What follows belongs to an exercise in optimizing a design on an open flow for small area; a production flow would make more cautious choices.
The RTL was checked by simulation tests, not by an equivalence proof against the original design.
The clock input has no modelled driver; a real chip could not lean on it and would need a root buffer or a full tree.

==> run a: inputs <==
==> flow/design.v <==
`timescale 1ns / 1ps
module riscv8bit(
	output wire [7:0] data_from_ram,
	output wire mem_read_from_idandex,
	output wire mem_write_from_idandex,
	output wire [7:0] alu_result_from_idandex,
	output wire [7:0] write_data_to_memory,
	input wire [7:0] ram_data,
	output wire [7:0] pc_increment_address,
	input wire [15:0] instruction_input,
	input wire rst,
	input wire rst_registerfile,
	input wire clk
);
assign data_from_ram = ram_data;
reg [7:0] pc;
always @(posedge clk)
	pc <= rst ? 8'd0 : pc + 8'd1;
assign pc_increment_address = pc;
reg [7:0] s1_p, s1_a_n;  reg s1_c1, s1_ar;  reg [2:0] s1_rd;  reg s1_we, s1_m;
reg [7:0] s2_res_n, s2_a_n;  reg [2:0] s2_rd;  reg s2_we, s2_m;
reg       s2_v;
reg [7:0] s3_res, s3_a;  reg [2:0] s3_rd;  reg s3_we, s3_m;
wire s3_mr = s3_we & s3_m;
wire s3_mw = ~s3_we & s3_m;
reg [63:0] rf;
wire [7:0] wdata = s3_m ? ram_data : s3_res;
wire       wen   = s3_we & ~rst;
genvar gi;
generate
	for (gi = 0; gi < 8; gi = gi + 1) begin : g_rf
		wire sel  = wen & (s3_rd == gi);
		wire hold = ~sel & ~rst_registerfile;
		always @(posedge clk)
			rf[gi*8 +: 8] <= ({8{sel}} & wdata) | ({8{hold}} & rf[gi*8 +: 8]);
	end
endgenerate
wire [4:0] op = {instruction_input[15:14] & {2{~rst}}, instruction_input[13:11]};
wire [2:0] ra = instruction_input[10:8] & {3{~rst}};
wire [2:0] rb = instruction_input[7:5];
wire [7:0] k  = instruction_input[7:0];
reg [7:0] ra_q, rb_q;
integer i;
always @(*) begin
	ra_q = 8'd0;
	rb_q = 8'd0;
	for (i = 0; i < 8; i = i + 1) begin
		ra_q = ra_q | ({8{ra == i}} & rf[i*8 +: 8]);
		rb_q = rb_q | ({8{rb == i}} & rf[i*8 +: 8]);
	end
end
wire [7:0] a = ra_q & {8{~rst_registerfile}};
wire [7:0] b = op[4] ? (rb_q & {8{~rst_registerfile}}) : k;
wire is_i  = ~op[4] &  op[3];
wire is_r2 =  op[4] & ~op[3];
wire is_r1 =  op[4] &  op[3];
wire is_ir = is_i | is_r2;
wire f_arith = is_ir & (op[2:1] == 2'b00);
wire f_and   = is_ir & (op[2:0] == 3'b010);
wire f_or    = is_ir & (op[2:0] == 3'b011);
wire f_xor   = is_r2 & (op[2:0] == 3'b110);
wire f_b     = is_i  & op[2] & ~(op[1] & op[0]);
wire f_not   = is_r1 & (op[2:0] == 3'b100);
wire f_shl   = is_r1 & (op[2:0] == 3'b101);
wire f_shr   = is_r1 & (op[2:0] == 3'b110);
wire sub     = f_arith & op[0];
wire l0 = sub | f_not;                         
wire l1 = (f_arith & ~sub) | f_or | f_xor | f_b | f_not;  
wire l2 = (f_arith & ~sub) | f_or | f_xor;     
wire l3 = sub | f_and | f_or | f_b;            
wire [7:0] p;
genvar gk;
generate
	for (gk = 0; gk < 8; gk = gk + 1) begin : g_alu
		assign p[gk] = a[gk] ? (b[gk] ? l3 : l2) : (b[gk] ? l1 : l0);
	end
endgenerate
wire [7:0] pp = p | ({8{f_shl}} & {a[6:0], 1'b0})
                  | ({8{f_shr}} & {1'b0, a[7:1]});
wire       c1 = p[0] ? sub : (a[0] & f_arith);
wire [7:0] s1_a = ~s1_a_n;
wire [8:1] c;
assign c[1] = s1_c1;
generate
	for (gk = 1; gk < 8; gk = gk + 1) begin : g_carry
		assign c[gk+1] = s1_p[gk] ? c[gk] : (s1_a[gk] & s1_ar);
	end
endgenerate
wire [7:0] res = {s1_p[7:1] ^ c[7:1], s1_p[0]};
wire c_m  = is_i & op[2] & (op[1] ^ op[0]);    
wire c_we = (op[4] | op[3]) & ~(is_i & (op[2:0] == 3'b110));
always @(posedge clk) begin
	s1_p <= {pp[7:1], pp[0] ^ sub};  s1_c1 <= c1;  s1_ar <= f_arith;
	s1_a_n <= ~a;  s1_rd <= ra;
	s1_we  <= c_we; s1_m <= c_m;
	s2_res_n <= ~res; s2_a_n <= s1_a_n; s2_rd <= s1_rd;
	s2_we  <= s1_we;  s2_m <= s1_m;
	s2_v   <= ~rst;
	s3_rd  <= s2_rd;
	if (rst | ~s2_v) begin
		s3_res <= 8'd0; s3_a <= 8'd0;
		s3_we  <= 1'b0; s3_m <= 1'b0;
	end else begin
		s3_res <= ~s2_res_n; s3_a <= ~s2_a_n;
		s3_we  <= s2_we;  s3_m <= s2_m;
	end
end
assign alu_result_from_idandex = s3_res;
assign mem_read_from_idandex   = s3_mr;
assign mem_write_from_idandex  = s3_mw;
assign write_data_to_memory    = s3_a;
endmodule
==> flow/flow/run.sh <==
#!/bin/bash
# Own layout flow: the standard ORFS flow with these changes.
#  2. Port buffers are the smallest buffer (buf_1) instead of the default.
#  4. Buffers that synthesis put on pass-through wires are removed at
#     floorplan (REMOVE_ABC_BUFFERS); port buffering adds the port buffers.
# Every tool's full output goes to orfs/logs (ORFS's own per-step logs) and
# to make.log / def.log in this folder.
set -euo pipefail
W=$(pwd)
F=$W/flow

{
  echo 'proc abc {args} {'
  echo '  set i [lsearch $args -script]'
  echo "  if {\$i >= 0} { lset args [expr {\$i+1}] $F/area.abc }"
  echo '  yosys abc {*}$args'
  echo '}'
  cat "$W/synth_recipe.tcl"
} > "$W/own_synth.tcl"

export REMOVE_ABC_BUFFERS=1
export BUFFER_PORTS_ARGS="-buffer_cell sky130_fd_sc_hd__buf_1"
export PRE_CTS_TCL="$F/pre_cts.tcl"
export MY_CLKLEAVES=8 MY_CLKROOTS=1
export MY_CLKBUF=sky130_fd_sc_hd__clkbuf_8 MY_CLKROOTBUF=sky130_fd_sc_hd__clkbuf_8
export POST_CTS_TCL="$F/post_cts.tcl"
export CTS_ARGS="-sink_clustering_enable -repair_clock_nets -dont_use_dummy_load -buf_list {sky130_fd_sc_hd__clkbuf_4}"

make -C "$FLOW_HOME" DESIGN_CONFIG="$W/config.mk" WORK_HOME="$W/orfs" CLKGATE_MAP_FILE= \
  SYNTH_SCRIPT="$W/own_synth.tcl" finish > "$W/make.log" 2>&1

R=$W/orfs/results/sky130hd/riscv8bit/base
: # left out here: write the final layout as DEF
==> flow/flow/area.abc <==
strash
dc2
&get -n
&st
&dch -f
&nf -R 1000
&put
==> flow/flow/post_cts.tcl <==
set target [expr {[info exists ::env(MY_CLK_SLEW_TARGET)] ? $::env(MY_CLK_SLEW_TARGET) : 0.115}]
set_propagated_clock [all_clocks]
estimate_parasitics -placement
set changed 0
foreach inst [get_cells clkbuf_*] {
  set cell [get_name [get_lib_cells -of_objects $inst]]
  set bigger [dict create sky130_fd_sc_hd__clkbuf_1 sky130_fd_sc_hd__clkbuf_2 sky130_fd_sc_hd__clkbuf_2 sky130_fd_sc_hd__clkbuf_4 sky130_fd_sc_hd__clkbuf_4 sky130_fd_sc_hd__clkbuf_8 sky130_fd_sc_hd__clkbuf_8 sky130_fd_sc_hd__clkbuf_16]
  if {![dict exists $bigger $cell]} { continue }
  set worst 0
  foreach out [get_pins -of_objects $inst -filter "direction==output"] {
    foreach p [get_pins -of_objects [get_nets -of_objects $out] -filter "direction==input"] {
      set s [get_property $p slew_max]
      if {$s > $worst} { set worst $s }
    }
  }
  if {$worst > $target} {
    puts "clock buffer [get_name $inst]: load slew $worst > $target, $cell -> [dict get $bigger $cell]"
    replace_cell $inst [dict get $bigger $cell]
    incr changed
  }
}
if {$changed > 0} {
  detailed_placement
  estimate_parasitics -placement
}
==> flow/flow/pre_cts.tcl <==
proc mcts_env {name default} {
  if {[info exists ::env($name)]} { return $::env($name) }
  return $default
}
set mcts_leaf_cell [mcts_env MY_CLKBUF sky130_fd_sc_hd__clkbuf_4]
set mcts_root_cell [mcts_env MY_CLKROOTBUF sky130_fd_sc_hd__clkbuf_4]
set mcts_leaves [mcts_env MY_CLKLEAVES 8]
set mcts_roots [mcts_env MY_CLKROOTS 2]

set block [ord::get_db_block]
set clknet [$block findNet clk]
set sinks {}
foreach it [$clknet getITerms] {
  set bb [[$it getInst] getBBox]
  lappend sinks [list $it [expr {([$bb xMin] + [$bb xMax]) / 2}] [expr {([$bb yMin] + [$bb yMax]) / 2}]]
}
proc mcts_halves {lst axis} {
  set s [lsort -integer -index [expr {$axis + 1}] $lst]
  set h [expr {[llength $s] / 2}]
  return [list [lrange $s 0 [expr {$h - 1}]] [lrange $s $h end]]
}
set groups [list $sinks]
set axis 1
while {[llength $groups] < $mcts_leaves} {
  set axis [expr {1 - $axis}]
  set ng {}
  foreach g $groups { foreach h [mcts_halves $g $axis] { lappend ng $h } }
  set groups $ng
}
proc mcts_buffer {block master name innet pins} {
  # pins: list of {iterm x y}; returns {x y} of the new buffer
  set buf [odb::dbInst_create $block $master $name]
  set net [odb::dbNet_create $block "${name}_net"]
  $net setSigType CLOCK
  [$buf findITerm A] connect $innet
  [$buf findITerm X] connect $net
  set sx 0; set sy 0
  foreach s $pins {
    set it [lindex $s 0]
    $it disconnect
    $it connect $net
    incr sx [lindex $s 1]; incr sy [lindex $s 2]
  }
  set n [llength $pins]
  set x [expr {$sx / $n}]; set y [expr {$sy / $n}]
  $buf setLocation $x $y
  $buf setPlacementStatus PLACED
  puts "manual clock tree: $name ([$master getName]) drives $n pins"
  return [list [$buf findITerm A] $x $y]
}
set leaf_master [[ord::get_db] findMaster $mcts_leaf_cell]
set root_master [[ord::get_db] findMaster $mcts_root_cell]
set leafpins {}
set i 0
foreach g $groups {
  lappend leafpins [mcts_buffer $block $leaf_master "clkbuf_leaf$i" $clknet $g]
  incr i
}
if {$mcts_roots > 0} {
  set per [expr {[llength $leafpins] / $mcts_roots}]
  for {set r 0} {$r < $mcts_roots} {incr r} {
    mcts_buffer $block $root_master "clkbuf_root$r" $clknet [lrange $leafpins [expr {$r * $per}] [expr {($r + 1) * $per - 1}]]
  }
}
global_connect
rename clock_tree_synthesis mcts_unused_clock_tree_synthesis
proc clock_tree_synthesis {args} { puts "clock_tree_synthesis skipped: manual clock tree in place" }
==> flow/standard.sh <==
#!/bin/bash
# synth_recipe.tcl (not shown) runs the flow's synth.tcl, then flattens the netlist and writes it again
# the make line also repeats each setting of config.mk as NAME=value (left out here)
make -C /OpenROAD-flow-scripts/flow DESIGN_CONFIG=/design/flow/config.mk WORK_HOME=/design/flow/orfs CLKGATE_MAP_FILE= SYNTH_SCRIPT=/design/flow/synth_recipe.tcl "${@:-finish}"
==> flow/config.mk <==
export PLATFORM = sky130hd
export DESIGN_NAME = riscv8bit
export DESIGN_NICKNAME = riscv8bit
export VERILOG_FILES = /design/flow/design.v
export SDC_FILE = /design/flow/constraint.sdc
export NUM_CORES = 4
export LEC_CHECK = 0
export ABC_AREA = 1
export CAP_MARGIN = 20
export CORE_MARGIN = 2
export CORE_UTILIZATION = 65
export GPL_TIMING_DRIVEN = 0
export SLEW_MARGIN = 20
==> flow/constraint.sdc <==
create_clock -name core_clock -period 5.0 [get_ports {clk}]
set_input_delay 1.0000 -clock core_clock [delete_from_list [all_inputs] [get_ports {clk}]]
set_output_delay 1.0000 -clock core_clock [all_outputs]
set_load 0.01 [all_outputs]
==> run b (differences from run a) <==
--- a/flow/design.v
+++ b/flow/design.v
@@ -18,6 +18,6 @@
 	pc <= rst ? 8'd0 : pc + 8'd1;
 assign pc_increment_address = pc;
-reg [7:0] s1_p, s1_a_n;  reg s1_c1, s1_ar;  reg [2:0] s1_rd;  reg s1_we, s1_m;
-reg [7:0] s2_res_n, s2_a_n;  reg [2:0] s2_rd;  reg s2_we, s2_m;
+reg [7:0] s1_res, s1_a;  reg [2:0] s1_rd;  reg s1_we, s1_m;
+reg [7:0] s2_res, s2_a;  reg [2:0] s2_rd;  reg s2_we, s2_m;
 reg       s2_v;
 reg [7:0] s3_res, s3_a;  reg [2:0] s3_rd;  reg s3_we, s3_m;
@@ -69,30 +69,23 @@
 wire l2 = (f_arith & ~sub) | f_or | f_xor;     
 wire l3 = sub | f_and | f_or | f_b;            
+wire [8:0] c;
 wire [7:0] p;
+assign c[0] = sub;
 genvar gk;
 generate
 	for (gk = 0; gk < 8; gk = gk + 1) begin : g_alu
-		assign p[gk] = a[gk] ? (b[gk] ? l3 : l2) : (b[gk] ? l1 : l0);
+		assign p[gk]   = a[gk] ? (b[gk] ? l3 : l2) : (b[gk] ? l1 : l0);
+		assign c[gk+1] = f_arith & (p[gk] ? c[gk] : a[gk]);
 	end
 endgenerate
-wire [7:0] pp = p | ({8{f_shl}} & {a[6:0], 1'b0})
-                  | ({8{f_shr}} & {1'b0, a[7:1]});
-wire       c1 = p[0] ? sub : (a[0] & f_arith);
-wire [7:0] s1_a = ~s1_a_n;
-wire [8:1] c;
-assign c[1] = s1_c1;
-generate
-	for (gk = 1; gk < 8; gk = gk + 1) begin : g_carry
-		assign c[gk+1] = s1_p[gk] ? c[gk] : (s1_a[gk] & s1_ar);
-	end
-endgenerate
-wire [7:0] res = {s1_p[7:1] ^ c[7:1], s1_p[0]};
+wire [7:0] res = (p ^ c[7:0])
+               | ({8{f_shl}} & {a[6:0], 1'b0})
+               | ({8{f_shr}} & {1'b0, a[7:1]});
 wire c_m  = is_i & op[2] & (op[1] ^ op[0]);    
 wire c_we = (op[4] | op[3]) & ~(is_i & (op[2:0] == 3'b110));
 always @(posedge clk) begin
-	s1_p <= {pp[7:1], pp[0] ^ sub};  s1_c1 <= c1;  s1_ar <= f_arith;
-	s1_a_n <= ~a;  s1_rd <= ra;
+	s1_res <= res;  s1_a <= a;  s1_rd <= ra;
 	s1_we  <= c_we; s1_m <= c_m;
-	s2_res_n <= ~res; s2_a_n <= s1_a_n; s2_rd <= s1_rd;
+	s2_res <= s1_res; s2_a <= s1_a; s2_rd <= s1_rd;
 	s2_we  <= s1_we;  s2_m <= s1_m;
 	s2_v   <= ~rst;
@@ -102,5 +95,5 @@
 		s3_we  <= 1'b0; s3_m <= 1'b0;
 	end else begin
-		s3_res <= ~s2_res_n; s3_a <= ~s2_a_n;
+		s3_res <= s2_res; s3_a <= s2_a;
 		s3_we  <= s2_we;  s3_m <= s2_m;
 	end
==> flow/flow/run.sh (replaced) <==
#!/bin/bash
set -euo pipefail
W=$(pwd)
F=$W/flow

{
  echo 'proc abc {args} {'
  echo '  set i [lsearch $args -script]'
  echo "  if {\$i >= 0} { lset args [expr {\$i+1}] $F/area.abc }"
  echo '  yosys abc {*}$args'
  echo '}'
  cat "$W/synth_recipe.tcl"
} > "$W/own_synth.tcl"

export BUFFER_PORTS_ARGS="-buffer_cell sky130_fd_sc_hd__buf_1"
export CTS_ARGS="-sink_clustering_enable -repair_clock_nets -dont_use_dummy_load -buf_list {sky130_fd_sc_hd__clkbuf_2 sky130_fd_sc_hd__clkbuf_4 sky130_fd_sc_hd__clkbuf_8}"

make -C "$FLOW_HOME" DESIGN_CONFIG="$W/config.mk" WORK_HOME="$W/orfs" CLKGATE_MAP_FILE= \
  SYNTH_SCRIPT="$W/own_synth.tcl" finish > "$W/make.log" 2>&1

R=$W/orfs/results/sky130hd/riscv8bit/base
: # left out here: write the final layout as DEF
==> flow/flow/area.abc (replaced) <==
strash
&get -n
&st
&dch
&nf -R 1000
&put
Settings changed: CORE_UTILIZATION 65 to 40, GPL_TIMING_DRIVEN 0 to unset.
removed: flow/flow/post_cts.tcl
removed: flow/flow/pre_cts.tcl
==> flow_summary.toml <==
[status]
outcome = "finished clean"

[detailed_routing]
post_drt_wl_per_cell_um = 18.4
drtIter0Drc = 483

[die]
die_w_um = 119

[finish]
fill_cells = 1286
nNetsFinal = 724
drive_gt1_frac = 0.111

[logic_synthesis]
syn_inst = 563
the above is filed under run b

==> flow_summary.toml <==
[logic_synthesis]
synth.top_cells.by_count = "138 x dfxtp_1, 92 x nand2_1, 86 x o21ai_0"
syn_inst = 556
yosysMostFrequentCell = "dfxtp_1"

[finish]
nNonClkInverters = 15
nNetsFinal = 655
drive_gt1_frac = 0.0276
layout_commonest_cell = "dfxtp_1"

[detailed_routing]
post_drt_wl_per_cell_um = 20.5

[die]
die_w_um = 93.6

[worst_setup_path]
startpoint = "rst"

[status]
outcome = "finished clean"
the above is filed under run a

The clock cells of run a come from the design's own scripts or RTL, not from TritonCTS.

## what the ideal ports hide
The results above use ideal ports. As a check the final layouts listed here were re-extracted and re-timed, cells and wires unchanged. Step 1 assumes that a clkbuf_16 drives the clock port and a buf_2 every other input. Step 2 moves the port delays by t, midway between the first and last clock arrival at a register: inputs arrive t later, outputs are due t later. That takes back most of the time a late clock gives input paths. Slacks: ideal ports / drivers / drivers and shift; pairs: ideal ports / drivers.
run	shift t [ns]	setup WS [ns]	worst register clock-pin slew, ns	pins driven straight from the clock port
run a	0.376	0.549 / 0.561 / 0.185	0.11 / 0.11	1
run b	0.481	0.289 / 0.298 / -0.183	0.08 / 0.08	1
With both steps, setup timing fails in run b, where it was met with ideal ports. The setup slack of run b, which loses most, moves by +0.009 ns with the drivers and by -0.472 ns with both steps.
